This is an optimization exercise on Yosys and OpenROAD, whose aim is small area and a short achievable clock period, not a production implementation.
In this exercise RTL edits were held to simulation tests only and were not proved equivalent to the original.
No activity file was given, so power comes from the tool's default toggle rates.

==> flow/design.v (outline; a module is shown in full before it is edited, if it fits) <==
// module cmul: 1443 lines
// module fadd: 380 lines
// module conv3x3_fp32: 75 lines
module conv3x3_fp32(
    input         clk,
    input         resetn,
    input         valid_in,
    input  [31:0] data,
    input  [31:0] w1, w2, w3, w4, w5, w6, w7, w8, w9,
    output        valid_out,
    output [31:0] data_out
);
  // ...
==> flow/flow/run.sh <==
#!/bin/bash
set -euo pipefail
export BUFFER_PORTS_ARGS="-buffer_cell sky130_fd_sc_hd__buf_4"
bash standard.sh > standard_flow.log 2>&1
==> flow/standard.sh <==
#!/bin/bash
# synth_recipe.tcl (not shown) runs the flow's synth.tcl, then flattens the netlist and writes it again
# the make line also repeats each setting of config.mk as NAME=value (left out here)
make -C /OpenROAD-flow-scripts/flow DESIGN_CONFIG=/design/flow/config.mk WORK_HOME=/design/flow/orfs CLKGATE_MAP_FILE= SYNTH_SCRIPT=/design/flow/synth_recipe.tcl "${@:-finish}"
==> flow/config.mk <==
export PLATFORM = sky130hd
export DESIGN_NAME = conv3x3_fp32
export DESIGN_NICKNAME = conv3x3_fp32
export VERILOG_FILES = /design/flow/design.v
export SDC_FILE = /design/flow/constraint.sdc
export NUM_CORES = 8
export LEC_CHECK = 0
export CAP_MARGIN = 30
export CORE_MARGIN = 2
export CORE_UTILIZATION = 55
export SETUP_SLACK_MARGIN = 4.2
export SLEW_MARGIN = 20
==> flow/constraint.sdc <==
create_clock -name core_clock -period 8.0 [get_ports {clk}]
set_input_delay 1.6000 -clock core_clock [delete_from_list [all_inputs] [get_ports {clk}]]
set_output_delay 1.6000 -clock core_clock [all_outputs]
set_load 0.01 [all_outputs]
==> flow_metrics.tcl, run 1 <==
set metrics [dict create \
    n_all_inverters 3562 \
    routed_via_density 5.683 \
    vdd_ir_drop_max_v 0.0003283 \
    setup_viol 0 \
    layout-drive-gt1-share_pct 14.81 \
    synth_fa_ha_area_share_pct 23.43 \
    min_period_ns 3.759 \
    cts_setup_buffers 51 \
    synth_top_family_by_area "adder cells" \
    whs_path_depth 0 \
    routed-wl-met3_um 42900 \
    post-place-ws_ns 3.259 \
    status "complete, no violations" \
    clkbuf_count 626 \
    numCtsBuffers 473 \
    worst_slack_ns 4.241 \
    largest_class "multi-input gates" \
    cpMostUsedCell "fa_1" \
    postRouteWirelength_um 752300 \
    grt_max_degree 170 \
    dp.cells 33400 \
    n_fill_cell 42420 \
    grtUsageMet1_pct 38.26 \
    highest_layer "met5" \
    cp.required_ns 8.90 \
    seq_cell_count 4545 \
    nNetsFinal 31400 \
    wl_per_cell_um 21.83 \
    r2r-end "u_m8.t1_353$_DFF_P_" \
    tightest_slew_ns 1.031 \
    synth_area_leaders "dfxtp_1 (26%), fa_1 (16%), edfxtp_1 (9.5%)" \
    synth_nets 31790 \
    whs_endpoint "p1d[7][12]$_DFF_P_" \
    nMultiInputCombCells 17690 \
    switching_share_pct 43.28 \
    hpwlAfterDp_um 542400 \
    critPathKind "reg -> reg" \
    ys_ff_latch 4545 \
    crit_family "adder cells" \
    synth-xor-area-share_pct 10.34 \
    power_uw 142300 \
    antenna_found_initial 40 \
    seq_power_share_pct 27.7 \
    route.detailed.drc 0 \
    yosys.area.top_type "dfxtp_1" \
]
==> module fadd, before the edit <==
module fadd(input clk, input [31:0] a, input [31:0] b, output reg [31:0] y);
  wire [7:0] ea = a[30:23], eb = b[30:23];
  wire cmp_g0_0 = a[0] & ~b[0];
  wire cmp_p0_0 = a[0] ^ ~b[0];
  wire cmp_g0_1 = a[1] & ~b[1];
  wire cmp_p0_1 = a[1] ^ ~b[1];
  wire cmp_g0_2 = a[2] & ~b[2];
  wire cmp_p0_2 = a[2] ^ ~b[2];
  wire cmp_g0_3 = a[3] & ~b[3];
  wire cmp_p0_3 = a[3] ^ ~b[3];
  wire cmp_g0_4 = a[4] & ~b[4];
  wire cmp_p0_4 = a[4] ^ ~b[4];
  wire cmp_g0_5 = a[5] & ~b[5];
  wire cmp_p0_5 = a[5] ^ ~b[5];
  wire cmp_g0_6 = a[6] & ~b[6];
  wire cmp_p0_6 = a[6] ^ ~b[6];
  wire cmp_g0_7 = a[7] & ~b[7];
  wire cmp_p0_7 = a[7] ^ ~b[7];
  wire cmp_g0_8 = a[8] & ~b[8];
  wire cmp_p0_8 = a[8] ^ ~b[8];
  wire cmp_g0_9 = a[9] & ~b[9];
  wire cmp_p0_9 = a[9] ^ ~b[9];
  wire cmp_g0_10 = a[10] & ~b[10];
  wire cmp_p0_10 = a[10] ^ ~b[10];
  wire cmp_g0_11 = a[11] & ~b[11];
  wire cmp_p0_11 = a[11] ^ ~b[11];
  wire cmp_g0_12 = a[12] & ~b[12];
  wire cmp_p0_12 = a[12] ^ ~b[12];
  wire cmp_g0_13 = a[13] & ~b[13];
  wire cmp_p0_13 = a[13] ^ ~b[13];
  wire cmp_g0_14 = a[14] & ~b[14];
  wire cmp_p0_14 = a[14] ^ ~b[14];
  wire cmp_g0_15 = a[15] & ~b[15];
  wire cmp_p0_15 = a[15] ^ ~b[15];
  wire cmp_g0_16 = a[16] & ~b[16];
  wire cmp_p0_16 = a[16] ^ ~b[16];
  wire cmp_g0_17 = a[17] & ~b[17];
  wire cmp_p0_17 = a[17] ^ ~b[17];
  wire cmp_g0_18 = a[18] & ~b[18];
  wire cmp_p0_18 = a[18] ^ ~b[18];
  wire cmp_g0_19 = a[19] & ~b[19];
  wire cmp_p0_19 = a[19] ^ ~b[19];
  wire cmp_g0_20 = a[20] & ~b[20];
  wire cmp_p0_20 = a[20] ^ ~b[20];
  wire cmp_g0_21 = a[21] & ~b[21];
  wire cmp_p0_21 = a[21] ^ ~b[21];
  wire cmp_g0_22 = a[22] & ~b[22];
  wire cmp_p0_22 = a[22] ^ ~b[22];
  wire cmp_g0_23 = a[23] & ~b[23];
  wire cmp_p0_23 = a[23] ^ ~b[23];
  wire cmp_g0_24 = a[24] & ~b[24];
  wire cmp_p0_24 = a[24] ^ ~b[24];
  wire cmp_g0_25 = a[25] & ~b[25];
  wire cmp_p0_25 = a[25] ^ ~b[25];
  wire cmp_g0_26 = a[26] & ~b[26];
  wire cmp_p0_26 = a[26] ^ ~b[26];
  wire cmp_g0_27 = a[27] & ~b[27];
  wire cmp_p0_27 = a[27] ^ ~b[27];
  wire cmp_g0_28 = a[28] & ~b[28];
  wire cmp_p0_28 = a[28] ^ ~b[28];
  wire cmp_g0_29 = a[29] & ~b[29];
  wire cmp_p0_29 = a[29] ^ ~b[29];
  wire cmp_g0_30 = a[30] & ~b[30];
  wire cmp_p0_30 = a[30] ^ ~b[30];
  wire cmp_gc = cmp_g0_0 | (cmp_p0_0 & 1'b1);
  wire cmp_g1_1 = cmp_g0_1 | (cmp_p0_1 & cmp_gc);
  wire cmp_p1_1 = cmp_p0_1 & cmp_p0_0;
  wire cmp_g1_3 = cmp_g0_3 | (cmp_p0_3 & cmp_g0_2);
  wire cmp_p1_3 = cmp_p0_3 & cmp_p0_2;
  wire cmp_g1_5 = cmp_g0_5 | (cmp_p0_5 & cmp_g0_4);
  wire cmp_p1_5 = cmp_p0_5 & cmp_p0_4;
  wire cmp_g1_7 = cmp_g0_7 | (cmp_p0_7 & cmp_g0_6);
  wire cmp_p1_7 = cmp_p0_7 & cmp_p0_6;
  wire cmp_g1_9 = cmp_g0_9 | (cmp_p0_9 & cmp_g0_8);
  wire cmp_p1_9 = cmp_p0_9 & cmp_p0_8;
  wire cmp_g1_11 = cmp_g0_11 | (cmp_p0_11 & cmp_g0_10);
  wire cmp_p1_11 = cmp_p0_11 & cmp_p0_10;
  wire cmp_g1_13 = cmp_g0_13 | (cmp_p0_13 & cmp_g0_12);
  wire cmp_p1_13 = cmp_p0_13 & cmp_p0_12;
  wire cmp_g1_15 = cmp_g0_15 | (cmp_p0_15 & cmp_g0_14);
  wire cmp_p1_15 = cmp_p0_15 & cmp_p0_14;
  wire cmp_g1_17 = cmp_g0_17 | (cmp_p0_17 & cmp_g0_16);
  wire cmp_p1_17 = cmp_p0_17 & cmp_p0_16;
  wire cmp_g1_19 = cmp_g0_19 | (cmp_p0_19 & cmp_g0_18);
  wire cmp_p1_19 = cmp_p0_19 & cmp_p0_18;
  wire cmp_g1_21 = cmp_g0_21 | (cmp_p0_21 & cmp_g0_20);
  wire cmp_p1_21 = cmp_p0_21 & cmp_p0_20;
  wire cmp_g1_23 = cmp_g0_23 | (cmp_p0_23 & cmp_g0_22);
  wire cmp_p1_23 = cmp_p0_23 & cmp_p0_22;
  wire cmp_g1_25 = cmp_g0_25 | (cmp_p0_25 & cmp_g0_24);
  wire cmp_p1_25 = cmp_p0_25 & cmp_p0_24;
  wire cmp_g1_27 = cmp_g0_27 | (cmp_p0_27 & cmp_g0_26);
  wire cmp_p1_27 = cmp_p0_27 & cmp_p0_26;
  wire cmp_g1_29 = cmp_g0_29 | (cmp_p0_29 & cmp_g0_28);
  wire cmp_p1_29 = cmp_p0_29 & cmp_p0_28;
  wire cmp_g2_2 = cmp_g0_2 | (cmp_p0_2 & cmp_g1_1);
  wire cmp_p2_2 = cmp_p0_2 & cmp_p1_1;
  wire cmp_g2_3 = cmp_g1_3 | (cmp_p1_3 & cmp_g1_1);
  wire cmp_p2_3 = cmp_p1_3 & cmp_p1_1;
  wire cmp_g2_6 = cmp_g0_6 | (cmp_p0_6 & cmp_g1_5);
  wire cmp_p2_6 = cmp_p0_6 & cmp_p1_5;
  wire cmp_g2_7 = cmp_g1_7 | (cmp_p1_7 & cmp_g1_5);
  wire cmp_p2_7 = cmp_p1_7 & cmp_p1_5;
  wire cmp_g2_10 = cmp_g0_10 | (cmp_p0_10 & cmp_g1_9);
  wire cmp_p2_10 = cmp_p0_10 & cmp_p1_9;
  wire cmp_g2_11 = cmp_g1_11 | (cmp_p1_11 & cmp_g1_9);
  wire cmp_p2_11 = cmp_p1_11 & cmp_p1_9;
  wire cmp_g2_14 = cmp_g0_14 | (cmp_p0_14 & cmp_g1_13);
  wire cmp_p2_14 = cmp_p0_14 & cmp_p1_13;
  wire cmp_g2_15 = cmp_g1_15 | (cmp_p1_15 & cmp_g1_13);
  wire cmp_p2_15 = cmp_p1_15 & cmp_p1_13;
  wire cmp_g2_18 = cmp_g0_18 | (cmp_p0_18 & cmp_g1_17);
  wire cmp_p2_18 = cmp_p0_18 & cmp_p1_17;
  wire cmp_g2_19 = cmp_g1_19 | (cmp_p1_19 & cmp_g1_17);
  wire cmp_p2_19 = cmp_p1_19 & cmp_p1_17;
  wire cmp_g2_22 = cmp_g0_22 | (cmp_p0_22 & cmp_g1_21);
  wire cmp_p2_22 = cmp_p0_22 & cmp_p1_21;
  wire cmp_g2_23 = cmp_g1_23 | (cmp_p1_23 & cmp_g1_21);
  wire cmp_p2_23 = cmp_p1_23 & cmp_p1_21;
  wire cmp_g2_26 = cmp_g0_26 | (cmp_p0_26 & cmp_g1_25);
  wire cmp_p2_26 = cmp_p0_26 & cmp_p1_25;
  wire cmp_g2_27 = cmp_g1_27 | (cmp_p1_27 & cmp_g1_25);
  wire cmp_p2_27 = cmp_p1_27 & cmp_p1_25;
  wire cmp_g2_30 = cmp_g0_30 | (cmp_p0_30 & cmp_g1_29);
  wire cmp_p2_30 = cmp_p0_30 & cmp_p1_29;
  wire cmp_g3_4 = cmp_g0_4 | (cmp_p0_4 & cmp_g2_3);
  wire cmp_p3_4 = cmp_p0_4 & cmp_p2_3;
  wire cmp_g3_5 = cmp_g1_5 | (cmp_p1_5 & cmp_g2_3);
  wire cmp_p3_5 = cmp_p1_5 & cmp_p2_3;
  wire cmp_g3_6 = cmp_g2_6 | (cmp_p2_6 & cmp_g2_3);
  wire cmp_p3_6 = cmp_p2_6 & cmp_p2_3;
  wire cmp_g3_7 = cmp_g2_7 | (cmp_p2_7 & cmp_g2_3);
  wire cmp_p3_7 = cmp_p2_7 & cmp_p2_3;
  wire cmp_g3_12 = cmp_g0_12 | (cmp_p0_12 & cmp_g2_11);
  wire cmp_p3_12 = cmp_p0_12 & cmp_p2_11;
  wire cmp_g3_13 = cmp_g1_13 | (cmp_p1_13 & cmp_g2_11);
  wire cmp_p3_13 = cmp_p1_13 & cmp_p2_11;
  wire cmp_g3_14 = cmp_g2_14 | (cmp_p2_14 & cmp_g2_11);
  wire cmp_p3_14 = cmp_p2_14 & cmp_p2_11;
  wire cmp_g3_15 = cmp_g2_15 | (cmp_p2_15 & cmp_g2_11);
  wire cmp_p3_15 = cmp_p2_15 & cmp_p2_11;
  wire cmp_g3_20 = cmp_g0_20 | (cmp_p0_20 & cmp_g2_19);
  wire cmp_p3_20 = cmp_p0_20 & cmp_p2_19;
  wire cmp_g3_21 = cmp_g1_21 | (cmp_p1_21 & cmp_g2_19);
  wire cmp_p3_21 = cmp_p1_21 & cmp_p2_19;
  wire cmp_g3_22 = cmp_g2_22 | (cmp_p2_22 & cmp_g2_19);
  wire cmp_p3_22 = cmp_p2_22 & cmp_p2_19;
  wire cmp_g3_23 = cmp_g2_23 | (cmp_p2_23 & cmp_g2_19);
  wire cmp_p3_23 = cmp_p2_23 & cmp_p2_19;
  wire cmp_g3_28 = cmp_g0_28 | (cmp_p0_28 & cmp_g2_27);
  wire cmp_p3_28 = cmp_p0_28 & cmp_p2_27;
  wire cmp_g3_29 = cmp_g1_29 | (cmp_p1_29 & cmp_g2_27);
  wire cmp_p3_29 = cmp_p1_29 & cmp_p2_27;
  wire cmp_g3_30 = cmp_g2_30 | (cmp_p2_30 & cmp_g2_27);
  wire cmp_p3_30 = cmp_p2_30 & cmp_p2_27;
  wire cmp_g4_8 = cmp_g0_8 | (cmp_p0_8 & cmp_g3_7);
  wire cmp_p4_8 = cmp_p0_8 & cmp_p3_7;
  wire cmp_g4_9 = cmp_g1_9 | (cmp_p1_9 & cmp_g3_7);
  wire cmp_p4_9 = cmp_p1_9 & cmp_p3_7;
  wire cmp_g4_10 = cmp_g2_10 | (cmp_p2_10 & cmp_g3_7);
  wire cmp_p4_10 = cmp_p2_10 & cmp_p3_7;
  wire cmp_g4_11 = cmp_g2_11 | (cmp_p2_11 & cmp_g3_7);
  wire cmp_p4_11 = cmp_p2_11 & cmp_p3_7;
  wire cmp_g4_12 = cmp_g3_12 | (cmp_p3_12 & cmp_g3_7);
  wire cmp_p4_12 = cmp_p3_12 & cmp_p3_7;
  wire cmp_g4_13 = cmp_g3_13 | (cmp_p3_13 & cmp_g3_7);
  wire cmp_p4_13 = cmp_p3_13 & cmp_p3_7;
  wire cmp_g4_14 = cmp_g3_14 | (cmp_p3_14 & cmp_g3_7);
  wire cmp_p4_14 = cmp_p3_14 & cmp_p3_7;
  wire cmp_g4_15 = cmp_g3_15 | (cmp_p3_15 & cmp_g3_7);
  wire cmp_p4_15 = cmp_p3_15 & cmp_p3_7;
  wire cmp_g4_24 = cmp_g0_24 | (cmp_p0_24 & cmp_g3_23);
  wire cmp_p4_24 = cmp_p0_24 & cmp_p3_23;
  wire cmp_g4_25 = cmp_g1_25 | (cmp_p1_25 & cmp_g3_23);
  wire cmp_p4_25 = cmp_p1_25 & cmp_p3_23;
  wire cmp_g4_26 = cmp_g2_26 | (cmp_p2_26 & cmp_g3_23);
  wire cmp_p4_26 = cmp_p2_26 & cmp_p3_23;
  wire cmp_g4_27 = cmp_g2_27 | (cmp_p2_27 & cmp_g3_23);
  wire cmp_p4_27 = cmp_p2_27 & cmp_p3_23;
  wire cmp_g4_28 = cmp_g3_28 | (cmp_p3_28 & cmp_g3_23);
  wire cmp_p4_28 = cmp_p3_28 & cmp_p3_23;
  wire cmp_g4_29 = cmp_g3_29 | (cmp_p3_29 & cmp_g3_23);
  wire cmp_p4_29 = cmp_p3_29 & cmp_p3_23;
  wire cmp_g4_30 = cmp_g3_30 | (cmp_p3_30 & cmp_g3_23);
  wire cmp_p4_30 = cmp_p3_30 & cmp_p3_23;
  wire cmp_g5_16 = cmp_g0_16 | (cmp_p0_16 & cmp_g4_15);
  wire cmp_p5_16 = cmp_p0_16 & cmp_p4_15;
  wire cmp_g5_17 = cmp_g1_17 | (cmp_p1_17 & cmp_g4_15);
  wire cmp_p5_17 = cmp_p1_17 & cmp_p4_15;
  wire cmp_g5_18 = cmp_g2_18 | (cmp_p2_18 & cmp_g4_15);
  wire cmp_p5_18 = cmp_p2_18 & cmp_p4_15;
  wire cmp_g5_19 = cmp_g2_19 | (cmp_p2_19 & cmp_g4_15);
  wire cmp_p5_19 = cmp_p2_19 & cmp_p4_15;
  wire cmp_g5_20 = cmp_g3_20 | (cmp_p3_20 & cmp_g4_15);
  wire cmp_p5_20 = cmp_p3_20 & cmp_p4_15;
  wire cmp_g5_21 = cmp_g3_21 | (cmp_p3_21 & cmp_g4_15);
  wire cmp_p5_21 = cmp_p3_21 & cmp_p4_15;
  wire cmp_g5_22 = cmp_g3_22 | (cmp_p3_22 & cmp_g4_15);
  wire cmp_p5_22 = cmp_p3_22 & cmp_p4_15;
  wire cmp_g5_23 = cmp_g3_23 | (cmp_p3_23 & cmp_g4_15);
  wire cmp_p5_23 = cmp_p3_23 & cmp_p4_15;
  wire cmp_g5_24 = cmp_g4_24 | (cmp_p4_24 & cmp_g4_15);
  wire cmp_p5_24 = cmp_p4_24 & cmp_p4_15;
  wire cmp_g5_25 = cmp_g4_25 | (cmp_p4_25 & cmp_g4_15);
  wire cmp_p5_25 = cmp_p4_25 & cmp_p4_15;
  wire cmp_g5_26 = cmp_g4_26 | (cmp_p4_26 & cmp_g4_15);
  wire cmp_p5_26 = cmp_p4_26 & cmp_p4_15;
  wire cmp_g5_27 = cmp_g4_27 | (cmp_p4_27 & cmp_g4_15);
  wire cmp_p5_27 = cmp_p4_27 & cmp_p4_15;
  wire cmp_g5_28 = cmp_g4_28 | (cmp_p4_28 & cmp_g4_15);
  wire cmp_p5_28 = cmp_p4_28 & cmp_p4_15;
  wire cmp_g5_29 = cmp_g4_29 | (cmp_p4_29 & cmp_g4_15);
  wire cmp_p5_29 = cmp_p4_29 & cmp_p4_15;
  wire cmp_g5_30 = cmp_g4_30 | (cmp_p4_30 & cmp_g4_15);
  wire cmp_p5_30 = cmp_p4_30 & cmp_p4_15;
  wire agb = cmp_g5_30;
  wire [7:0] dab = ea - eb, dba = eb - ea;
  wire [7:0] d0 = agb ? dab : dba;
  wire [30:0] big0 = agb ? a[30:0] : b[30:0];
  wire [22:0] sm0 = agb ? b[22:0] : a[22:0];
  wire [7:0] es0 = agb ? eb : ea;
  wire kab = (dab > 8'd23) | (eb == 8'd0), kba = (dba > 8'd23) | (ea == 8'd0);
  wire kill0 = agb ? kab : kba;
  wire sgn0 = agb ? a[31] : b[31];
  wire sub0 = a[31] ^ b[31];
  wire [23:0] msa0 = {1'b1, sm0};
  reg [22:0] mb1; reg [7:0] eb1; reg [23:0] ms1; reg [4:0] d1; reg kill1, sub1, sgn1;
  always @(posedge clk) begin
    mb1 <= big0[22:0]; eb1 <= big0[30:23]; ms1 <= msa0; d1 <= d0[4:0]; kill1 <= kill0; sub1 <= sub0; sgn1 <= sgn0;
  end
  wire [23:0] sh1 = kill1 ? 24'd0 : (ms1 >> d1);
  wire [24:0] bx1 = {1'b0, sh1} ^ {25{sub1}};
  wire [23:0] mh1 = {eb1 != 8'd0, mb1};
  wire [24:0] gb1 = {1'b0, mh1} & bx1, pb1 = {1'b0, mh1} ^ bx1;
  reg [24:0] gq, pq; reg [7:0] ebq; reg subq, sgnq;
  always @(posedge clk) begin gq <= gb1; pq <= pb1; ebq <= eb1; subq <= sub1; sgnq <= sgn1; end
  wire add_gc = gq[0] | (pq[0] & subq);
  wire add_g1_1 = gq[1] | (pq[1] & add_gc);
  wire add_p1_1 = pq[1] & pq[0];
  wire add_g1_3 = gq[3] | (pq[3] & gq[2]);
  wire add_p1_3 = pq[3] & pq[2];
  wire add_g1_5 = gq[5] | (pq[5] & gq[4]);
  wire add_p1_5 = pq[5] & pq[4];
  wire add_g1_7 = gq[7] | (pq[7] & gq[6]);
  wire add_p1_7 = pq[7] & pq[6];
  wire add_g1_9 = gq[9] | (pq[9] & gq[8]);
  wire add_p1_9 = pq[9] & pq[8];
  wire add_g1_11 = gq[11] | (pq[11] & gq[10]);
  wire add_p1_11 = pq[11] & pq[10];
  wire add_g1_13 = gq[13] | (pq[13] & gq[12]);
  wire add_p1_13 = pq[13] & pq[12];
  wire add_g1_15 = gq[15] | (pq[15] & gq[14]);
  wire add_p1_15 = pq[15] & pq[14];
  wire add_g1_17 = gq[17] | (pq[17] & gq[16]);
  wire add_p1_17 = pq[17] & pq[16];
  wire add_g1_19 = gq[19] | (pq[19] & gq[18]);
  wire add_p1_19 = pq[19] & pq[18];
  wire add_g1_21 = gq[21] | (pq[21] & gq[20]);
  wire add_p1_21 = pq[21] & pq[20];
  wire add_g1_23 = gq[23] | (pq[23] & gq[22]);
  wire add_p1_23 = pq[23] & pq[22];
  wire add_g2_2 = gq[2] | (pq[2] & add_g1_1);
  wire add_p2_2 = pq[2] & add_p1_1;
  wire add_g2_3 = add_g1_3 | (add_p1_3 & add_g1_1);
  wire add_p2_3 = add_p1_3 & add_p1_1;
  wire add_g2_6 = gq[6] | (pq[6] & add_g1_5);
  wire add_p2_6 = pq[6] & add_p1_5;
  wire add_g2_7 = add_g1_7 | (add_p1_7 & add_g1_5);
  wire add_p2_7 = add_p1_7 & add_p1_5;
  wire add_g2_10 = gq[10] | (pq[10] & add_g1_9);
  wire add_p2_10 = pq[10] & add_p1_9;
  wire add_g2_11 = add_g1_11 | (add_p1_11 & add_g1_9);
  wire add_p2_11 = add_p1_11 & add_p1_9;
  wire add_g2_14 = gq[14] | (pq[14] & add_g1_13);
  wire add_p2_14 = pq[14] & add_p1_13;
  wire add_g2_15 = add_g1_15 | (add_p1_15 & add_g1_13);
  wire add_p2_15 = add_p1_15 & add_p1_13;
  wire add_g2_18 = gq[18] | (pq[18] & add_g1_17);
  wire add_p2_18 = pq[18] & add_p1_17;
  wire add_g2_19 = add_g1_19 | (add_p1_19 & add_g1_17);
  wire add_p2_19 = add_p1_19 & add_p1_17;
  wire add_g2_22 = gq[22] | (pq[22] & add_g1_21);
  wire add_p2_22 = pq[22] & add_p1_21;
  wire add_g2_23 = add_g1_23 | (add_p1_23 & add_g1_21);
  wire add_p2_23 = add_p1_23 & add_p1_21;
  wire add_g3_4 = gq[4] | (pq[4] & add_g2_3);
  wire add_p3_4 = pq[4] & add_p2_3;
  wire add_g3_5 = add_g1_5 | (add_p1_5 & add_g2_3);
  wire add_p3_5 = add_p1_5 & add_p2_3;
  wire add_g3_6 = add_g2_6 | (add_p2_6 & add_g2_3);
  wire add_p3_6 = add_p2_6 & add_p2_3;
  wire add_g3_7 = add_g2_7 | (add_p2_7 & add_g2_3);
  wire add_p3_7 = add_p2_7 & add_p2_3;
  wire add_g3_12 = gq[12] | (pq[12] & add_g2_11);
  wire add_p3_12 = pq[12] & add_p2_11;
  wire add_g3_13 = add_g1_13 | (add_p1_13 & add_g2_11);
  wire add_p3_13 = add_p1_13 & add_p2_11;
  wire add_g3_14 = add_g2_14 | (add_p2_14 & add_g2_11);
  wire add_p3_14 = add_p2_14 & add_p2_11;
  wire add_g3_15 = add_g2_15 | (add_p2_15 & add_g2_11);
  wire add_p3_15 = add_p2_15 & add_p2_11;
  wire add_g3_20 = gq[20] | (pq[20] & add_g2_19);
  wire add_p3_20 = pq[20] & add_p2_19;
  wire add_g3_21 = add_g1_21 | (add_p1_21 & add_g2_19);
  wire add_p3_21 = add_p1_21 & add_p2_19;
  wire add_g3_22 = add_g2_22 | (add_p2_22 & add_g2_19);
  wire add_p3_22 = add_p2_22 & add_p2_19;
  wire add_g3_23 = add_g2_23 | (add_p2_23 & add_g2_19);
  wire add_p3_23 = add_p2_23 & add_p2_19;
  wire add_g4_8 = gq[8] | (pq[8] & add_g3_7);
  wire add_p4_8 = pq[8] & add_p3_7;
  wire add_g4_9 = add_g1_9 | (add_p1_9 & add_g3_7);
  wire add_p4_9 = add_p1_9 & add_p3_7;
  wire add_g4_10 = add_g2_10 | (add_p2_10 & add_g3_7);
  wire add_p4_10 = add_p2_10 & add_p3_7;
  wire add_g4_11 = add_g2_11 | (add_p2_11 & add_g3_7);
  wire add_p4_11 = add_p2_11 & add_p3_7;
  wire add_g4_12 = add_g3_12 | (add_p3_12 & add_g3_7);
  wire add_p4_12 = add_p3_12 & add_p3_7;
  wire add_g4_13 = add_g3_13 | (add_p3_13 & add_g3_7);
  wire add_p4_13 = add_p3_13 & add_p3_7;
  wire add_g4_14 = add_g3_14 | (add_p3_14 & add_g3_7);
  wire add_p4_14 = add_p3_14 & add_p3_7;
  wire add_g4_15 = add_g3_15 | (add_p3_15 & add_g3_7);
  wire add_p4_15 = add_p3_15 & add_p3_7;
  wire add_g4_24 = gq[24] | (pq[24] & add_g3_23);
  wire add_p4_24 = pq[24] & add_p3_23;
  wire add_g5_16 = gq[16] | (pq[16] & add_g4_15);
  wire add_p5_16 = pq[16] & add_p4_15;
  wire add_g5_17 = add_g1_17 | (add_p1_17 & add_g4_15);
  wire add_p5_17 = add_p1_17 & add_p4_15;
  wire add_g5_18 = add_g2_18 | (add_p2_18 & add_g4_15);
  wire add_p5_18 = add_p2_18 & add_p4_15;
  wire add_g5_19 = add_g2_19 | (add_p2_19 & add_g4_15);
  wire add_p5_19 = add_p2_19 & add_p4_15;
  wire add_g5_20 = add_g3_20 | (add_p3_20 & add_g4_15);
  wire add_p5_20 = add_p3_20 & add_p4_15;
  wire add_g5_21 = add_g3_21 | (add_p3_21 & add_g4_15);
  wire add_p5_21 = add_p3_21 & add_p4_15;
  wire add_g5_22 = add_g3_22 | (add_p3_22 & add_g4_15);
  wire add_p5_22 = add_p3_22 & add_p4_15;
  wire add_g5_23 = add_g3_23 | (add_p3_23 & add_g4_15);
  wire add_p5_23 = add_p3_23 & add_p4_15;
  wire add_g5_24 = add_g4_24 | (add_p4_24 & add_g4_15);
  wire add_p5_24 = add_p4_24 & add_p4_15;
  wire add_s0 = pq[0] ^ subq;
  wire add_s1 = pq[1] ^ add_gc;
  wire add_s2 = pq[2] ^ add_g1_1;
  wire add_s3 = pq[3] ^ add_g2_2;
  wire add_s4 = pq[4] ^ add_g2_3;
  wire add_s5 = pq[5] ^ add_g3_4;
  wire add_s6 = pq[6] ^ add_g3_5;
  wire add_s7 = pq[7] ^ add_g3_6;
  wire add_s8 = pq[8] ^ add_g3_7;
  wire add_s9 = pq[9] ^ add_g4_8;
  wire add_s10 = pq[10] ^ add_g4_9;
  wire add_s11 = pq[11] ^ add_g4_10;
  wire add_s12 = pq[12] ^ add_g4_11;
  wire add_s13 = pq[13] ^ add_g4_12;
  wire add_s14 = pq[14] ^ add_g4_13;
  wire add_s15 = pq[15] ^ add_g4_14;
  wire add_s16 = pq[16] ^ add_g4_15;
  wire add_s17 = pq[17] ^ add_g5_16;
  wire add_s18 = pq[18] ^ add_g5_17;
  wire add_s19 = pq[19] ^ add_g5_18;
  wire add_s20 = pq[20] ^ add_g5_19;
  wire add_s21 = pq[21] ^ add_g5_20;
  wire add_s22 = pq[22] ^ add_g5_21;
  wire add_s23 = pq[23] ^ add_g5_22;
  wire add_s24 = pq[24] ^ add_g5_23;
  wire [24:0] r1 = {add_s24, add_s23, add_s22, add_s21, add_s20, add_s19, add_s18, add_s17, add_s16, add_s15, add_s14, add_s13, add_s12, add_s11, add_s10, add_s9, add_s8, add_s7, add_s6, add_s5, add_s4, add_s3, add_s2, add_s1, add_s0};
  reg [24:0] r2; reg [7:0] eb2; reg sgn2;
  always @(posedge clk) begin r2 <= r1; eb2 <= ebq; sgn2 <= sgnq; end
  reg [4:0] lz2; integer i;
  always @* begin lz2 = 5'd0; for (i = 0; i < 24; i = i + 1) if (r2[i]) lz2 = 5'd23 - i[4:0]; end
  wire z2 = (r2 == 25'd0);
  wire [23:0] nl = r2[23:0] << lz2;
  wire [31:0] yn = r2[24] ? {sgn2, eb2 + 8'd1, r2[23:1]} : z2 ? 32'd0 : {sgn2, eb2 - {3'b0, lz2}, nl[22:0]};
  always @(posedge clk) y <= yn;
endmodule
==> run 2, diff against run 1 <==
--- a/flow/design.v
+++ b/flow/design.v
@@ -1666,11 +1666,12 @@
   wire kill0 = agb ? kab : kba;
   wire sgn0 = agb ? a[31] : b[31];
   wire sub0 = a[31] ^ b[31];
-  wire [23:0] msa0 = {1'b1, sm0};
-  reg [22:0] mb1; reg [7:0] eb1; reg [23:0] ms1; reg [4:0] d1; reg kill1, sub1, sgn1;
+  reg [22:0] ma1, mc1; reg agb1; reg [7:0] eb1; reg [4:0] d1; reg kill1, sub1, sgn1;
   always @(posedge clk) begin
-    mb1 <= big0[22:0]; eb1 <= big0[30:23]; ms1 <= msa0; d1 <= d0[4:0]; kill1 <= kill0; sub1 <= sub0; sgn1 <= sgn0;
+    ma1 <= a[22:0]; mc1 <= b[22:0]; agb1 <= agb; eb1 <= big0[30:23]; d1 <= d0[4:0]; kill1 <= kill0; sub1 <= sub0; sgn1 <= sgn0;
   end
+  wire [22:0] mb1 = agb1 ? ma1 : mc1;
+  wire [23:0] ms1 = {1'b1, agb1 ? mc1 : ma1};
   wire [23:0] sh1 = kill1 ? 24'd0 : (ms1 >> d1);
   wire [24:0] bx1 = {1'b0, sh1} ^ {25{sub1}};
   wire [23:0] mh1 = {eb1 != 8'd0, mb1};
--- a/flow/config.mk
+++ b/flow/config.mk
@@ -8,5 +8,6 @@
 export CAP_MARGIN = 30
 export CORE_MARGIN = 2
 export CORE_UTILIZATION = 55
+export PLACE_DENSITY = 0.72
 export SETUP_SLACK_MARGIN = 4.2
 export SLEW_MARGIN = 20
==> flow_metrics.tcl, run 2 <==
set metrics [dict create \
    design_area_mm2 0.3166 \
    final_common_cell "dfxtp_1" \
    clk_path_buf_depth 4 \
    dp.cells 33670 \
    route.detailed.drc 0 \
    syn_to_final_growth_pct 11.49 \
    final_core_util_pct 61.63 \
    hold_viol_final 0 \
    synth_nets 32100 \
    grt_overflow 0 \
    grtUsageMet1_pct 36.54 \
    yosys.area.top_type "dfxtp_1" \
    fin_tns_setup_ns 0 \
    wl_per_cell_um 21.27 \
    ant_nets 0 \
    min_period_ns 3.724 \
    whs_ns 0.3139 \
    gp_congestion 0.9253 \
    synth_top_family_by_area "adder cells" \
    drt_iter0_drc 17330 \
    yosys-mux-area-fraction_pct 3.769 \
    hpwlAfterDp_um 526900 \
    regToRegSetupSlack_ns 4.28 \
    most-common-layout-cells "dfxtp_1 (3595), inv_1 (3464), xor2_1 (1749)" \
    synth_common_cells "dfxtp_1 (3626), inv_1 (3573), fa_1 (2301), a22oi_1 (2220), xor2_1 (1755)" \
    largest_reg_flops 899 \
    grt_pass1_vias 205900 \
    synth_area_leaders "dfxtp_1 (26%), fa_1 (16%), edfxtp_1 (9.5%)" \
    grt_pass1_wl_um 1160000 \
    holdCritStartpoint "a2.ebq[2]$_DFF_P_" \
    whs_endpoint "a2.eb2[2]$_DFF_P_" \
    met2_usage_pct 45.67 \
    worst_setup_path_end_kind "flip-flop" \
    vias 200600 \
    synth.most_common_cell "dfxtp_1" \
    cts-root-buf "clkbuf_16" \
    nNetsFinal 31650 \
    netlist.area_leader.share_pct 25.56 \
    cts-hold-fix-buffers 0 \
    io_buffers 355 \
    post_dp_cell_area_mm2 0.2978 \
    synth-edff-count 899 \
    largest_register "lb" \
    synth_fa_ha_area_share_pct 23.44 \
    leakage_uw 0.1354 \
    cts.sinks 4553 \
    numCtsBuffers 464 \
    vdd_ir_drop_max_v 0.0002466 \
    synth_compound_area_share_pct 13.23 \
    cellPowerDensity_mw_per_mm2 444.1 \
    synthFlopType "dfxtp_1" \
    synth_area_mm2 0.2840 \
    max_slew_margin_pct 33.21 \
    die_w_um 722.5 \
    dieArea_mm2 0.5220 \
    die_y_um 722.5 \
    clock_latency_ns 1.04 \
    postRouteWirelength_um 738200 \
    synth_cells 27830 \
    final_cell_count_no_fill 34700 \
    drv_cap 0 \
    core-area_mm2 0.5137 \
    finClkSkew_ns 0.06114 \
    r2r-end "u_m5.t1_333$_DFF_P_" \
    reg2reg_depth 11 \
    ys_seq_area_share_pct 35.32 \
    status "complete, no violations" \
    grt_util_met3_pct 4.720 \
    cts.clk_slew.worst_paths_ns 0.07 \
    ctsHtreeMaxLevel 5 \
    critPathKind "reg -> reg" \
    tightest_slew_ns 1.001 \
    crit_path_start_kind "flip-flop" \
    fin_crit_sh_pct 46.55 \
    synthSimpleGateAreaFrac_pct 6.663 \
    ys_ff_latch 4553 \
    final_max_slew_viol_count 0 \
    worstHoldPathType "reg -> reg" \
    layout-drive-gt1-share_pct 14.63 \
    routed_via_density 5.782 \
    fmax_ghz 0.2685 \
    rsz0062_at_grt "true" \
    grt_usage_pct 27.77 \
    drtPass1Iterations 6 \
    critPathMaxFanout 27 \
    antenna_found_initial 50 \
    synth-async-reset-ratio_pct 0.6150 \
    cts_tree "yes" \
    busiest_layer "met2" \
    r2r-start "lb[16][1]$_DFFE_PP_" \
    ys_warn_count 7 \
    cp.required_ns 8.98 \
    synthDistinctLibCells 102 \
    top_regs "lb (899), p1d (348)" \
    num_io_pins 356 \
    setup_viol 0 \
    avgSynthCellArea_um2 10.20 \
    start_util_pct 55.28 \
    rows 263 \
    synth-xor-area-share_pct 10.44 \
    grt_max_degree 186 \
    whs_path_depth 0 \
    cp.arrival_ns 4.70 \
]
## run 2: cell types whose count changed after synthesis, moves of 42 or more
cell and change:
nand2_1 +264, mux2i_1 -202, a21oi_1 +157, o21ai_0 -86
o211ai_1 -73, mux2_2 -58, clkbuf_1 +55, nor3_1 +55
o22ai_1 +45, xnor2_1 +42
## run 2: per-stage QoR
step | power (uW) | setup slack (ns)
2_1_floorplan | 94000 | 3.818
3_3_place_gp | 114500 | 3.477
3_5_place_dp | 116900 | 3.429
4_1_cts | 140300 | 4.194
5_1_grt | 153500 | 4.065
6_report | 140600 | 4.276
## run 2: worst max-delay path by stage
stage | from | to | slack, ns | cells after the start
finish | lb[16][1]$_DFFE_PP_ | u_m5.t1_333$_DFF_P_ | 4.28 | 11
global route | a7.r2[1]$_DFF_P_ | a7.y[30]$_DFF_P_ | 4.07 | 16
CTS | u_m7.t2_lb[0]$_DFF_P_ | u_m7.p[6]$_SDFF_PP0_ | 4.19 | 11
detailed placement | w9[19] | u_m9.t1_345$_DFF_P_ | 3.43 | 9
global placement | w9[19] | u_m9.t1_345$_DFF_P_ | 3.48 | 9
floorplan | w3[17] | u_m3.t2_hb[11]$_DFF_P_ | 3.82 | 10
## run 2: cell families (layout without fill, tap and decap cells)
logic type | Yosys count | count (layout)
compound gates | 5553 | 5560
xor+xnor | 3377 | 3379
fa+ha+maj | 3938 | 3938
buf+inv | 5374 | 5322
flops | 4553 | 4553
mux | 894 | 894
other cells | 0 | 23
simple gates | 4145 | 4145
## run 2: area by class of cell
class,count,area [um^2]
repair buffers,849,7873
diodes,23,57.56
fillers,41430,197100
clock inverters,273,3097
inverters,3597,13600
multi-input cells,17920,170200
repair inverters,5,32.53
clock buffers,598,12770
flip-flops and latches,4553,100300
well taps,6890,8621
## run 2: power by group
part           internal [uW]  switching, uW
clock                  12800           9480
combinational          33600          45400
sequential             33200           6100
## run 2: critical path, stage by stage (launching register included)
cell and delay (ns):
edfxtp_1 0.36, buf_4 0.19, buf_12 0.18, ha_1 0.34
buf_12 0.18, a22oi_2 0.21, xor2_1 0.20, fa_1 0.48
fa_2 0.37, fa_1 0.52, inv_1 0.05, fa_2 0.51
## run 2: repair_timing
action / in CTS / in global routing
endpoints found under the setup margin: 578 / 414
gates resized for setup: 124 / 208
endpoints found under the hold margin: 0 / 0
pin swaps: 14 / 25
setup buffers: 46 / 38
gates cloned: 12 / 7
## run 2: layer usage
layer	vias to the layer above	share of wire [%]
li1	92060	-
met1	98680	41
met2	8144	47
met3	1736	7.8
met4	24	4.2
met5	-	0.019
==> run 3, diff against run 2 <==
--- a/flow/config.mk
+++ b/flow/config.mk
@@ -5,9 +5,9 @@
 export SDC_FILE = /design/flow/constraint.sdc
 export NUM_CORES = 8
 export LEC_CHECK = 0
+export ABC_AREA = 1
 export CAP_MARGIN = 30
 export CORE_MARGIN = 2
 export CORE_UTILIZATION = 55
-export PLACE_DENSITY = 0.72
 export SETUP_SLACK_MARGIN = 4.2
 export SLEW_MARGIN = 20
==> flow_metrics.tcl, run 3 <==
set metrics [dict create \
    synth-edff-count 899 \
    final_cell_count_no_fill 37170 \
    clock_latency_ns 1.07 \
    hpwlAfterDp_um 585100 \
    synthDistinctLibCells 82 \
    netlist.area_leader.share_pct 26.02 \
    syn_to_final_growth_pct 14.11 \
    fmax_ghz 0.2538 \
    drv_cap 0 \
    wl_per_cell_um 22.34 \
    rows 261 \
    numCtsBuffers 478 \
    cellPowerDensity_mw_per_mm2 441.5 \
    synthFlopType "dfxtp_1" \
    cts.sinks 4553 \
    fin_tns_setup_ns 0 \
    vdd_ir_drop_max_v 0.0002730 \
    ys_seq_area_share_pct 35.95 \
    largest_reg_flops 899 \
    gp_congestion 0.9153 \
    fin_crit_sh_pct 49.26 \
    synth_area_leaders "dfxtp_1 (26%), fa_1 (17%), xor2_1 (10%)" \
    synth_cells 29900 \
    grt_overflow 0 \
    cp.arrival_ns 4.92 \
    status "complete, no violations" \
    ys_ff_latch 4553 \
    ant_nets 0 \
    ctsHtreeMaxLevel 5 \
    final_common_cell "inv_1" \
    ys_warn_count 7 \
    critPathKind "in -> reg" \
    io_buffers 355 \
    grt_pass1_wl_um 1225000 \
    die_w_um 716.2 \
    cts_tree "yes" \
    antenna_found_initial 64 \
    worstHoldPathType "reg -> reg" \
    synth.most_common_cell "inv_1" \
    grt_max_degree 171 \
    crit_path_start_kind "input port" \
    largest_register "lb" \
    start_util_pct 55.22 \
    yosys.area.top_type "dfxtp_1" \
    core-area_mm2 0.5052 \
    nNetsFinal 34270 \
    routed_via_density 5.632 \
    synth_area_mm2 0.2790 \
    leakage_uw 0.1440 \
    cts.clk_slew.worst_paths_ns 0.06 \
    worst_setup_path_end_kind "flip-flop" \
    dieArea_mm2 0.5130 \
    synth_nets 34160 \
    die_y_um 716.2 \
    most-common-layout-cells "inv_1 (4356), dfxtp_1 (3619), nand2_1 (3597)" \
    layout-drive-gt1-share_pct 14.31 \
    synth-async-reset-ratio_pct 0.6150 \
    finClkSkew_ns 0.1100 \
    avgSynthCellArea_um2 9.332 \
    tightest_slew_ns 1.116 \
    critPathMaxFanout 12 \
    drt_iter0_drc 18790 \
    whs_ns 0.2868 \
    grt_usage_pct 30.65 \
    clk_path_buf_depth 4 \
    postRouteWirelength_um 830300 \
    final_max_slew_viol_count 0 \
    min_period_ns 3.940 \
    cp.required_ns 8.98 \
    dp.cells 35750 \
    max_slew_margin_pct 25.58 \
    rsz0062_at_grt "true" \
    hold_viol_final 0 \
    top_regs "lb (899), p1d (348)" \
    num_io_pins 356 \
    grt_pass1_vias 207200 \
    synth_common_cells "inv_1 (4668), dfxtp_1 (3626), nand2_1 (3620), xor2_1 (3186), o22ai_1 (2446)" \
    cts-root-buf "clkbuf_16" \
    route.detailed.drc 0 \
    setup_viol 0 \
    drtPass1Iterations 8 \
    vias 209300 \
]
[run 3: cells by family (layout without fill, tap and decap cells)]
logic type	count (synthesis)	in the layout	share of synthesized area, %
compound gates	5330	5331	11.25
xor+xnor	3392	3392	10.65
fa+ha+maj	3938	3938	23.85
buf+inv	6380	6901	8.666
flops	4553	4553	35.95
mux	131	131	0.4933
other cells	0	36	0
simple gates	6173	6182	9.141
[run 3: area by class of cell]
cell class                 instances  area (um^2)
clock buffer                     616        13240
inverter                        4843        19500
timing repair buffer             972         9026
clock inverter                   286         4041
fill                           42530       186800
tap                             6706         8391
antenna                           36        90.09
multi-input combinational      18970       162600
sequential                      4553       100300
timing repair inverter           184         1171
[run 3: per-layer routing]
layer	vias to the layer above	track usage, %	part of all wire (%)
met5	-	0	0.023
met4	28	11.81	4.6
met3	1892	5.795	8.6
met2	8790	48.84	45
met1	101400	41.47	42
li1	97230	-	-
[run 3: path summary, 6_finish.rpt]
kind	startpoint	to	slack, ns	cells after the start
min reg2reg	a2.ebq[6]$_DFF_P_	a2.eb2[6]$_DFF_P_	0.29	0
max in group asynchronous	resetn	vp[0]$_DFF_PN0_	7.26	1
min	a2.ebq[6]$_DFF_P_	a2.eb2[6]$_DFF_P_	0.29	0
max reg2reg	lb[3][11]$_DFFE_PP_	u_m7.t1_343$_DFF_P_	4.24	9
max	w5[15]	u_m5.t1_339$_DFF_P_	4.06	9
min in group asynchronous	resetn	vp[19]$_DFF_PN0_	0.46	1
[run 3: power by group]
part	total (uW)	switching (uW)	internal, uW
clock network	23900	9820	14100
logic	77800	48500	29300
registers	38800	5610	33200
total	141000	63900	76700
[run 3: what timing repair did]
| item | 4_1_cts | 5_1_grt |
|---|---|---|
| gates cloned | 52 | 152 |
| hold buffers | 0 | 0 |
| setup endpoints to repair | 712 | 622 |
| setup buffers | 89 | 169 |
| pin swaps | 4 | 26 |
| resized for setup | 271 | 348 |
[run 3: worst max-delay path, cell delays in order]
cell	delay [ns]
buf_4	0.16
clkinvlp_2	0.64
o22ai_2	0.41
xor2_1	0.19
fa_1	0.49
fa_2	0.37
fa_1	0.50
inv_1	0.05
fa_2	0.50
[run 3: per-stage QoR]
step / power, uW / worst slack [ns] / utilization, % / instance area (um^2)
after floorplan: 90880 / 3.844 / - / 289200
after global placement: 113500 / 2.944 / 58.20 / 294000
after detailed placement: 115200 / 2.979 / 58.34 / 294700
after CTS: 140000 / 4.164 / 62.18 / 314100
after global routing: 153900 / 4.149 / 63.01 / 318300
final: 140600 / 4.060 / 63.02 / 318400
==> run 4, diff against run 3 <==
--- a/flow/config.mk
+++ b/flow/config.mk
@@ -5,7 +5,6 @@
 export SDC_FILE = /design/flow/constraint.sdc
 export NUM_CORES = 8
 export LEC_CHECK = 0
-export ABC_AREA = 1
 export CAP_MARGIN = 30
 export CORE_MARGIN = 2
 export CORE_UTILIZATION = 55
==> flow_metrics.tcl, run 4 <==
set metrics [dict create \
    status "complete, no violations" \
    n_fill_cell 43030 \
    clk_path_buf_depth 4 \
    core-area_mm2 0.5137 \
    synthFlopType "dfxtp_1" \
    slowest_delay_ns 0.77 \
    ys_ff_latch 4553 \
    cts_tree "yes" \
    final_common_cell "dfxtp_1" \
    synth_cells 27830 \
    worst_setup_path_end_kind "flip-flop" \
    antenna_found_initial 59 \
    grt_pass1_vias 201700 \
    cp_cell_sequence "ha_2 > nor2b_1 > buf_4 > inv_2 > xnor2_1 > fa_1 > fa_2 > inv_2 > fa_2" \
    post_dp_cell_area_mm2 0.2981 \
    min_period_ns 3.713 \
    cellPowerDensity_mw_per_mm2 443.8 \
    nNetsFinal 31650 \
    critPathKind "reg -> reg" \
    reg2reg_depth 9 \
    cts.clk_slew.worst_paths_ns 0.06 \
    routed_via_density 5.689 \
    whs_endpoint "u_m5.xe2[0]$_DFF_P_" \
    finClkSkew_ns 0.08518 \
    synth-edff-count 899 \
    numCtsBuffers 473 \
    whs_path_depth 0 \
    final_max_slew_viol_count 0 \
    synth_area_leaders "dfxtp_1 (26%), fa_1 (16%), edfxtp_1 (9.5%)" \
    largest_register "lb" \
    route.detailed.drc 0 \
    synth_area_mm2 0.2840 \
    syn_to_final_growth_pct 11.69 \
    critPathSlowestCell "edfxtp_1" \
    cp.arrival_ns 4.69 \
    design_area_mm2 0.3172 \
    regToRegSetupSlack_ns 4.29 \
    crit_family "adder cells" \
    die_y_um 722.5 \
    netlist.area_leader.share_pct 25.56 \
    io_buffers 355 \
    grt_max_degree 135 \
    die_w_um 722.5 \
    hold_viol_final 0 \
    dieArea_mm2 0.5220 \
    vdd_ir_drop_max_v 0.0002555 \
    fmax_ghz 0.2693 \
    largest_reg_flops 899 \
    ant_nets 0 \
    worstHoldPathType "reg -> reg" \
    cp.required_ns 8.98 \
    r2r-end "u_m4.t1_359$_DFF_P_" \
    yosys.area.top_type "dfxtp_1" \
    postRouteWirelength_um 764700 \
    gp_congestion 0.8980 \
    synth-async-reset-ratio_pct 0.6150 \
    critPathBufInv 3 \
    ys_warn_count 7 \
    layout-drive-gt1-share_pct 14.69 \
    power_uw 140700 \
    vias 197600 \
    leakage_uw 0.1358 \
    rows 263 \
    wl_per_cell_um 22.02 \
    fin_tns_setup_ns 0 \
    cts-root-buf "clkbuf_16" \
    synth_common_cells "dfxtp_1 (3626), inv_1 (3573), fa_1 (2301), a22oi_1 (2220), xor2_1 (1755)" \
    setup_viol 0 \
    avgSynthCellArea_um2 10.20 \
    drtPass1Iterations 6 \
    top_regs "lb (899), p1d (348)" \
    grt_pass1_wl_um 1190000 \
    synthDistinctLibCells 102 \
    num_io_pins 356 \
    cts.sinks 4553 \
    most-common-layout-cells "dfxtp_1 (3596), inv_1 (3470), xor2_1 (1749)" \
    max_slew_margin_pct 28.56 \
    ctsHtreeMaxLevel 5 \
    final_core_util_pct 61.74 \
    tightest_slew_ns 1.071 \
    hpwlAfterDp_um 555800 \
    r2r-start "lb[17][11]$_DFFE_PP_" \
    synth.most_common_cell "dfxtp_1" \
    synth_nets 32100 \
    holdCritStartpoint "u_m5.xe1[0]$_DFF_P_" \
    drv_cap 0 \
    grt_overflow 0 \
    drt_iter0_drc 15480 \
    cts-hold-fix-buffers 0 \
    critPathMaxFanout 21 \
    clock_latency_ns 1.06 \
    fin_crit_sh_pct 46.41 \
    start_util_pct 55.28 \
    crit_path_start_kind "flip-flop" \
    ys_seq_area_share_pct 35.32 \
    grt_usage_pct 28.92 \
    rsz0062_at_grt "true" \
    whs_ns 0.2756 \
]
## run 4: changes by cell type after synthesis, moves of 286 or more
cell,change
nand3_1,-854
nand2_1,-2060
a22oi_1,+2216
mux2_2,+286
mux2i_1,+369
o21ai_0,-649
clkbuf_1,+502
xor2_1,-1431
xnor2_1,+1408
o22ai_1,-2355
inv_1,-1095
## run 4: area by class of cell
type	instances	area (um^2)	share of cell area [%]
tap	6890	8621	2.718
sequential	4553	100300	31.63
timing repair inverter	5	27.53	0.008679
clock buffer	590	12920	4.074
antenna	30	75.07	0.02367
inverter	3597	13570	4.279
multi-input combinational	17920	170200	53.67
timing repair buffer	842	7740	2.440
clock inverter	307	3672	1.158
## run 4: through the flow
stage	worst slack [ns]	cells
after global routing	4.150	34720
after floorplan	3.818	27830
after global placement	3.408	33640
after CTS	4.163	34640
final	4.287	34730
after detailed placement	3.353	33690
## run 4: power by group
group	internal [uW]	leakage, uW	switching (uW)
logic	33100	0.0880	45200
clock network	13300	0.00804	9750
registers	33200	0.0397	6290
## run 4: how the worst max path moves through the flow
stage                              start                      to  slack, ns  cells after the start
global placement                  w9[17]     u_m9.t1_341$_DFF_P_       3.41                      9
detailed placement                w9[17]     u_m9.t1_341$_DFF_P_       3.35                      9
global route         u_m7.xh[19]$_DFF_P_   u_m7.t2_hb[3]$_DFF_P_       4.15                     10
floorplan                         w3[17]  u_m3.t2_hb[11]$_DFF_P_       3.82                     10
finish              lb[17][11]$_DFFE_PP_     u_m4.t1_359$_DFF_P_       4.29                      9
CTS                  u_m7.xh[19]$_DFF_P_   u_m7.t2_hb[2]$_DFF_P_       4.16                      9
## run 4: what timing repair did
item                                    in CTS  in global routing
gates resized for setup                     96                213
setup buffers                               41                 38
gates cloned                                14                  7
endpoints found under the setup margin     567                394
pin swaps                                   15                 22
## run 4: cell families after synthesis
family | after synthesis | synth area share [%]
muxes | 894 | 3.769
and+or+nand+nor | 4145 | 6.663
AOI/OAI and AO/OA | 5553 | 13.23
buffers and inverters | 5374 | 7.144
xor gates and xnor gates | 3377 | 10.44
adders and majority gates | 3938 | 23.44
DFF | 4553 | 35.32
## run 4: routing by layer
metal / vias to the layer above / global-route usage [%] / part of all wire, %
met5: - / 0 / 0.015
met4: 16 / 8.540 / 3.0
met3: 1251 / 4.248 / 6.1
met2: 6038 / 47.70 / 47
met1: 98190 / 39.57 / 44
li1: 92100 / - / -
## run 4: worst register-to-register path: cells and delay by family, from the launching register on
kind / cells / cell delay, ns
XOR/XNOR: 1 / 0.21
adder cells (fa/ha/maj): 4 / 1.87
buffers and inverters: 3 / 0.76
flip-flops: 1 / 0.77
AND/OR/NAND/NOR: 1 / 0.04
==> run 5, diff against run 4 <==
--- a/flow/config.mk
+++ b/flow/config.mk
@@ -8,5 +8,5 @@
 export CAP_MARGIN = 30
 export CORE_MARGIN = 2
 export CORE_UTILIZATION = 55
-export SETUP_SLACK_MARGIN = 4.2
+export SETUP_SLACK_MARGIN = 4.8
 export SLEW_MARGIN = 20
==> flow_metrics.tcl, run 5 <==
set metrics [dict create \
    synth-async-reset-ratio_pct 0.6150 \
    cts-root-buf "clkbuf_16" \
    numCtsBuffers 475 \
    fin_crit_sh_pct 45.12 \
    hpwlAfterDp_um 555500 \
    die_w_um 722.5 \
    p_sw_uw 67250 \
    cts.sinks 4553 \
    synthFlopType "dfxtp_1" \
    netlist.area_leader.share_pct 25.56 \
    postRouteWirelength_um 840200 \
    grt_max_degree 212 \
    drv_cap 0 \
    drt_iter0_drc 16450 \
    fmax_ghz 0.2770 \
    final_max_slew_viol_count 0 \
    start_util_pct 55.28 \
    drtPass1Iterations 8 \
    clock_latency_ns 1.06 \
    worstHoldPathType "reg -> reg" \
    ys_warn_count 7 \
    p_int_uw 87710 \
    fin_tns_setup_ns 0 \
    final_common_cell "dfxtp_1" \
    tightest_slew_ns 1.106 \
    p_clk_share_pct 14.9 \
    rsz0062_at_grt "true" \
    avgSynthCellArea_um2 10.20 \
    largest_register "lb" \
    core-area_mm2 0.5137 \
    slowest_delay_ns 0.53 \
    gp_congestion 0.9071 \
    cts_tree "yes" \
    cts-hold-fix-buffers 0 \
    vias 207000 \
    synth.most_common_cell "dfxtp_1" \
    synthDistinctLibCells 102 \
    rows 263 \
    crit_path_start_kind "flip-flop" \
    grt_usage_pct 31.15 \
    synth_cells 27830 \
    cp.arrival_ns 4.53 \
    final_core_util_pct 68.03 \
    grt_overflow 0 \
    synth-edff-count 899 \
    route.detailed.drc 0 \
    comb_power_share_pct 59.4 \
    worst_setup_path_end_kind "flip-flop" \
    cp_cell_sequence "buf_6 > ha_4 > buf_12 > buf_4 > a21oi_4 > xor2_4 > fa_2 > fa_2 > fa_2 > inv_1 > fa_2" \
    cp.required_ns 8.92 \
    die_y_um 722.5 \
    post_dp_cell_area_mm2 0.3004 \
    clk_path_buf_depth 4 \
    leakage_uw 0.1471 \
    status "complete, no violations" \
    dp.cells 33700 \
    critPathSlowestCell "fa_2" \
    largest_reg_flops 899 \
    ys_seq_area_share_pct 35.32 \
    layout-drive-gt1-share_pct 27.56 \
    min_period_ns 3.610 \
    critPathKind "reg -> reg" \
    antenna_found_initial 60 \
    vdd_ir_drop_max_v 0.0002692 \
    grt_pass1_vias 209200 \
    seq_power_share_pct 25.7 \
    synth_common_cells "dfxtp_1 (3626), inv_1 (3573), fa_1 (2301), a22oi_1 (2220), xor2_1 (1755)" \
    num_io_pins 356 \
    most-common-layout-cells "dfxtp_1 (3392), inv_1 (3054), xor2_1 (1609)" \
    synth_area_leaders "dfxtp_1 (26%), fa_1 (16%), edfxtp_1 (9.5%)" \
    dieArea_mm2 0.5220 \
    wl_per_cell_um 23.35 \
    nNetsFinal 32910 \
    finClkSkew_ns 0.08537 \
    regToRegSetupSlack_ns 4.39 \
    grt_pass1_wl_um 1269000 \
    max_slew_margin_pct 26.26 \
    post-place-ws_ns 3.426 \
    hold_viol_final 0 \
    top_regs "lb (899), p1d (348)" \
    io_buffers 355 \
    switching_share_pct 43.40 \
    design_area_mm2 0.3494 \
    cpMostUsedCell "fa_2" \
    ant_nets 0 \
    cellPowerDensity_mw_per_mm2 443.5 \
    routed_via_density 5.754 \
    synth_nets 32100 \
    ctsHtreeMaxLevel 5 \
    ys_ff_latch 4553 \
    final_cell_count_no_fill 35980 \
    critPathMaxFanout 12 \
    syn_to_final_growth_pct 23.06 \
    worst_slack_ns 4.390 \
    synth_area_mm2 0.2840 \
    n_fill_cell 38860 \
    cts.clk_slew.worst_paths_ns 0.06 \
    yosys.area.top_type "dfxtp_1" \
    setup_viol 0 \
]
-- run 5: critical path: cells and delay by family (launching register included) --
kind	cells	cell delay (ns)
compound gates	1	0.16
fa+ha+maj	5	2.13
xor+xnor	1	0.16
buf+inv	4	0.54
flops	1	0.48
-- run 5: metrics by stage --
| stage | total power [uW] | hold WS (ns) |
|---|---|---|
| 3_3_place_gp | 116500 | 0.3101 |
| 5_1_grt | 168100 | 0.2792 |
| 3_5_place_dp | 118300 | 0.3121 |
| 2_1_floorplan | 94680 | 0.3096 |
| 4_1_cts | 149600 | 0.2764 |
| 6_report | 155000 | 0.2887 |
-- run 5: repair_timing --
action / 4_1_cts / 5_1_grt
gates cloned: 196 / 43
endpoints found under the setup margin: 1368 / 1189
gates resized for setup: 2445 / 1610
buffers inserted: 780 / 336
pin swaps: 996 / 1125
-- run 5: per-layer routing --
metal / vias up / GRT usage (%) / part of all wire (%)
li1: 94640 / - / -
met1: 103200 / 41.93 / 42
met2: 7409 / 50.87 / 47
met3: 1740 / 5.133 / 7.1
met4: 30 / 11.13 / 4.0
met5: - / 0 / 0.024
-- run 5: power by group through the flow --
| stage | logic [uW] | clock network [uW] | registers (uW) |
|---|---|---|---|
| global route | 103000 | 24500 | 40700 |
| detailed placement | 78300 | 0 | 40000 |
| floorplan | 58100 | 0 | 36600 |
| CTS | 86300 | 23600 | 39700 |
| finish | 92000 | 23100 | 39800 |
| global placement | 76700 | 0 | 39900 |
-- run 5: layout make-up --
type | count | area (um^2) | share of cell area [%]
antenna | 26 | 65.06 | 0.01862
sequential | 4553 | 100800 | 28.85
tap | 6890 | 8621 | 2.467
clock buffer | 628 | 13340 | 3.817
timing repair buffer | 2085 | 26740 | 7.652
inverter | 3597 | 13750 | 3.934
multi-input combinational | 17930 | 182700 | 52.29
clock inverter | 272 | 3319 | 0.9499
timing repair inverter | 8 | 56.30 | 0.01611
-- run 5: worst paths after layout --
kind	end	start	cells past startpoint
min in group asynchronous	vp[19]$_DFF_PN0_	resetn	1
max in group asynchronous	row[0]$_DFFE_PN0P_	resetn	1
hold / removal	p1d[12][8]$_DFF_P_	p1d[11][8]$_DFF_P_	0
setup reg to reg	u_m2.t1_359$_DFF_P_	lb[30][4]$_DFFE_PP_	11
hold reg to reg	p1d[12][8]$_DFF_P_	p1d[11][8]$_DFF_P_	0
setup / recovery	u_m2.t1_359$_DFF_P_	lb[30][4]$_DFFE_PP_	11
-- run 5: cells by family (layout without fill, tap and decap cells) --
| logic type | after synthesis | in the layout | synth area share [%] |
|---|---|---|---|
| AOI/OAI and AO/OA | 5553 | 5562 | 13.23 |
| buffers and inverters | 5374 | 6590 | 7.144 |
| DFF | 4553 | 4553 | 35.32 |
| and+or+nand+nor | 4145 | 4152 | 6.663 |
| adders and majority gates | 3938 | 3938 | 23.44 |
| xor gates and xnor gates | 3377 | 3379 | 10.44 |
| muxes | 894 | 894 | 3.769 |
| other | 0 | 26 | 0 |
==> run 6, diff against run 5 <==
--- a/flow/config.mk
+++ b/flow/config.mk
@@ -8,5 +8,5 @@
 export CAP_MARGIN = 30
 export CORE_MARGIN = 2
 export CORE_UTILIZATION = 55
-export SETUP_SLACK_MARGIN = 4.8
+export SETUP_SLACK_MARGIN = 4.6
 export SLEW_MARGIN = 20
==> flow_metrics.tcl, run 6 <==
set metrics [dict create \
    clock_latency_ns 1.06 \
    setup_viol 0 \
    finClkSkew_ns 0.06349 \
    syn_to_final_growth_pct 18.49 \
    whs_path_depth 0 \
    cts-root-buf "clkbuf_16" \
    fin_crit_sh_pct 45.79 \
    ys_seq_area_share_pct 35.32 \
    synth_area_leaders "dfxtp_1 (26%), fa_1 (16%), edfxtp_1 (9.5%)" \
    r2r-start "lb[3][1]$_DFFE_PP_" \
    worst_setup_path_end_kind "flip-flop" \
    grt_usage_pct 30.06 \
    route.detailed.drc 0 \
    switching_share_pct 43.22 \
    p_sw_uw 63800 \
    comb_power_share_pct 57.4 \
    regToRegSetupSlack_ns 4.34 \
    critPathKind "reg -> reg" \
    synth_cells 27830 \
    tightest_slew_ns 1.126 \
    fin_tns_setup_ns 0 \
    die_w_um 722.5 \
    num_io_pins 356 \
    synth_compound_area_share_pct 13.23 \
    multi_input_area_mm2 0.1773 \
    ant_nets 0 \
    hpwlAfterDp_um 557800 \
    holdCritStartpoint "p1d[12][19]$_DFF_P_" \
    antenna_found_initial 78 \
    final_common_cell "dfxtp_1" \
    dieArea_mm2 0.5220 \
    die_y_um 722.5 \
    largest_reg_flops 899 \
    leakage_uw 0.1425 \
    synth_nets 32100 \
    gp_congestion 0.9061 \
    drtPass1Iterations 9 \
    p_int_uw 83810 \
    post_dp_cell_area_mm2 0.3002 \
    n_fill_cell 40550 \
    ys_warn_count 7 \
    nNetsFinal 32460 \
    whs_endpoint "u_m1.xh[19]$_DFF_P_" \
    power_uw 147600 \
    drt_iter0_drc 16600 \
    cts_tree "yes" \
    cts.clk_slew.worst_paths_ns 0.06 \
    layout-drive-gt1-share_pct 22.29 \
    ctsHtreeMaxLevel 5 \
    max_slew_margin_pct 24.85 \
    io_buffers 355 \
    critPathMaxFanout 7 \
    yosys-mux-area-fraction_pct 3.769 \
    synth_common_cells "dfxtp_1 (3626), inv_1 (3573), fa_1 (2301), a22oi_1 (2220), xor2_1 (1755)" \
    hold_viol_final 0 \
    postRouteWirelength_um 809400 \
    cp.required_ns 8.99 \
    worstHoldPathType "reg -> reg" \
    final_max_slew_viol_count 0 \
    synth_top_family_by_area "adder cells" \
    grt_overflow 0 \
    vias 203000 \
    avgSynthCellArea_um2 10.20 \
    seq_area_mm2 0.1006 \
    core-area_mm2 0.5137 \
    crit_path_start_kind "flip-flop" \
    synth_area_mm2 0.2840 \
    p_clk_share_pct 15.7 \
    cellPowerDensity_mw_per_mm2 438.7 \
    most-common-layout-cells "dfxtp_1 (3494), inv_1 (3258), xor2_1 (1626)" \
    seq_power_share_pct 26.8 \
    netlist.area_leader.share_pct 25.56 \
    synthFlopType "dfxtp_1" \
    synth.most_common_cell "dfxtp_1" \
    grt_pass1_wl_um 1232000 \
    yosys.area.top_type "dfxtp_1" \
    ys_ff_latch 4553 \
    synthDistinctLibCells 102 \
    top_regs "lb (899), p1d (348)" \
    synth-edff-count 899 \
    vdd_ir_drop_max_v 0.0002976 \
    start_util_pct 55.28 \
    cts.sinks 4553 \
    synth-async-reset-ratio_pct 0.6150 \
    fmax_ghz 0.2730 \
    grt_pass1_vias 205700 \
    grt_max_degree 165 \
    clk_path_buf_depth 4 \
    routed_via_density 5.711 \
    cp.arrival_ns 4.65 \
    synth_fa_ha_area_share_pct 23.44 \
    reg2reg_depth 13 \
    wl_per_cell_um 22.77 \
    design_area_mm2 0.3364 \
    largest_register "lb" \
    min_period_ns 3.663 \
    final_core_util_pct 65.50 \
    synthSimpleGateAreaFrac_pct 6.663 \
    rows 263 \
    synth-xor-area-share_pct 10.44 \
    cts-hold-fix-buffers 0 \
    numCtsBuffers 474 \
    status "complete, no violations" \
    drv_cap 0 \
    r2r-end "u_m7.t1_333$_DFF_P_" \
    rsz0062_at_grt "true" \
]
run 6: how the worst max path moves through the flow:
| stage | start | endpoint |
|---|---|---|
| 2_1_floorplan | w3[17] | u_m3.t2_hb[11]$_DFF_P_ |
| 3_3_place_gp | w8[17] | u_m8.t1_341$_DFF_P_ |
| 3_5_place_dp | w8[17] | u_m8.t1_341$_DFF_P_ |
| 4_1_cts | lb[15][1]$_DFFE_PP_ | u_m6.t1_349$_DFF_P_ |
| 5_1_grt | lb[30][3]$_DFFE_PP_ | u_m2.t1_329$_DFF_P_ |
| 6_report | lb[3][1]$_DFFE_PP_ | u_m7.t1_333$_DFF_P_ |
run 6: cells by family after synthesis:
| group | count (synthesis) |
|---|---|
| xor gates and xnor gates | 3377 |
| AOI/OAI and AO/OA | 5553 |
| and+or+nand+nor | 4145 |
| buffers and inverters | 5374 |
| DFF | 4553 |
| adders and majority gates | 3938 |
| muxes | 894 |
run 6: metal layers:
layer  routed length (um)  part of all wire (%)  GRT usage (%)  vias to the layer above
met5                  215                 0.027              0                        -
met4                29870                   3.7          9.866                       32
met3                56710                   7.0          5.033                     1565
met2               376900                    47          49.28                     6838
met1               345700                    43          40.59                   100900
li1                     -                     -              -                    93670
run 6: final cells by class:
type / count / share of cell area, %
flip-flops and latches: 4553 / 29.90
diodes: 34 / 0.02529
inverters: 3597 / 4.061
clock buffers: 638 / 3.974
clock inverters: 263 / 0.9848
repair buffers: 1641 / 5.774
repair inverters: 7 / 0.01413
multi-input cells: 17920 / 52.71
well taps: 6890 / 2.562
run 6: worst max-delay path: stages, from the launching register on:
cell and delay [ns]:
edfxtp_1 0.47, buf_6 0.16, buf_12 0.12, ha_4 0.23
buf_12 0.15, buf_4 0.14, buf_6 0.11, a22oi_2 0.15
xor2_1 0.20, fa_1 0.46, fa_2 0.36, fa_2 0.54
inv_2 0.04, fa_2 0.50
run 6: through the flow:
| step | worst slack, ns | instances | hold slack (ns) |
|---|---|---|---|
| global route | 4.266 | 35530 | 0.2786 |
| global placement | 3.459 | 33650 | 0.3095 |
| CTS | 4.377 | 35140 | 0.2975 |
| floorplan | 3.818 | 27830 | 0.3096 |
| finish | 4.337 | 35550 | 0.2919 |
| detailed placement | 3.439 | 33700 | 0.3121 |
run 6: power groups by stage:
stage	clock [uW]	sequential, uW	combinational [uW]
2_1_floorplan	0	36600	57900
4_1_cts	23700	39600	82400
6_report	23200	39600	84800
3_3_place_gp	0	39800	76500
3_5_place_dp	0	40000	78200
5_1_grt	24700	40500	96000
run 6: repair_timing:
item,4_1_cts,5_1_grt
buffers inserted,446,301
gates cloned,92,65
pin swaps,484,601
setup endpoints to repair,1129,773
gates resized for setup,1121,1073
endpoints found under the hold margin,0,0

## afterwards: timing with drivers on the ports
No port has a modelled driver above. Below, the same layouts with a new extraction and two added sets of constraints.
Step 1 sets driving cells, clkbuf_16 on the clock port and buf_2 on the other inputs (assumed; they add their load-dependent delay and slew).
Step 2 adds t to the input delays and takes it off the output delays; t is the mean of the earliest and latest rising clock arrival at the registers after step 1. Input paths then give back, and output paths get back, about the clock's delay inside the block.
Three values: ideal ports, drivers, drivers and shift; two values: the first two.
| run | shift t [ns] | setup slack, ns | hold WS [ns] | worst setup path at the end | slew at the worst register clock pin (ns) |
|---|---|---|---|---|---|
| run 1 | 1.143 | 4.241 / 4.241 / 3.296 | 0.245 / 0.245 / 0.245 | input to register | 0.07 / 0.07 |
| run 2 | 1.141 | 4.276 / 4.276 / 3.307 | 0.314 / 0.314 / 0.314 | input to register | 0.07 / 0.07 |
| run 3 | 1.139 | 4.060 / 4.097 / 2.958 | 0.287 / 0.287 / 0.287 | input to register | 0.08 / 0.08 |
| run 4 | 1.157 | 4.287 / 4.287 / 3.211 | 0.276 / 0.276 / 0.276 | input to register | 0.08 / 0.08 |
| run 5 | 1.145 | 4.390 / 4.390 / 3.263 | 0.289 / 0.289 / 0.289 | input to register | 0.08 / 0.08 |
| run 6 | 1.144 | 4.337 / 4.333 / 3.189 | 0.292 / 0.292 / 0.292 | input to register | 0.07 / 0.07 |
After both steps setup and hold are still met in every run listed. The setup slack of run 6, which loses most, moves by -0.004 ns with the drivers and by -1.148 ns with both steps.
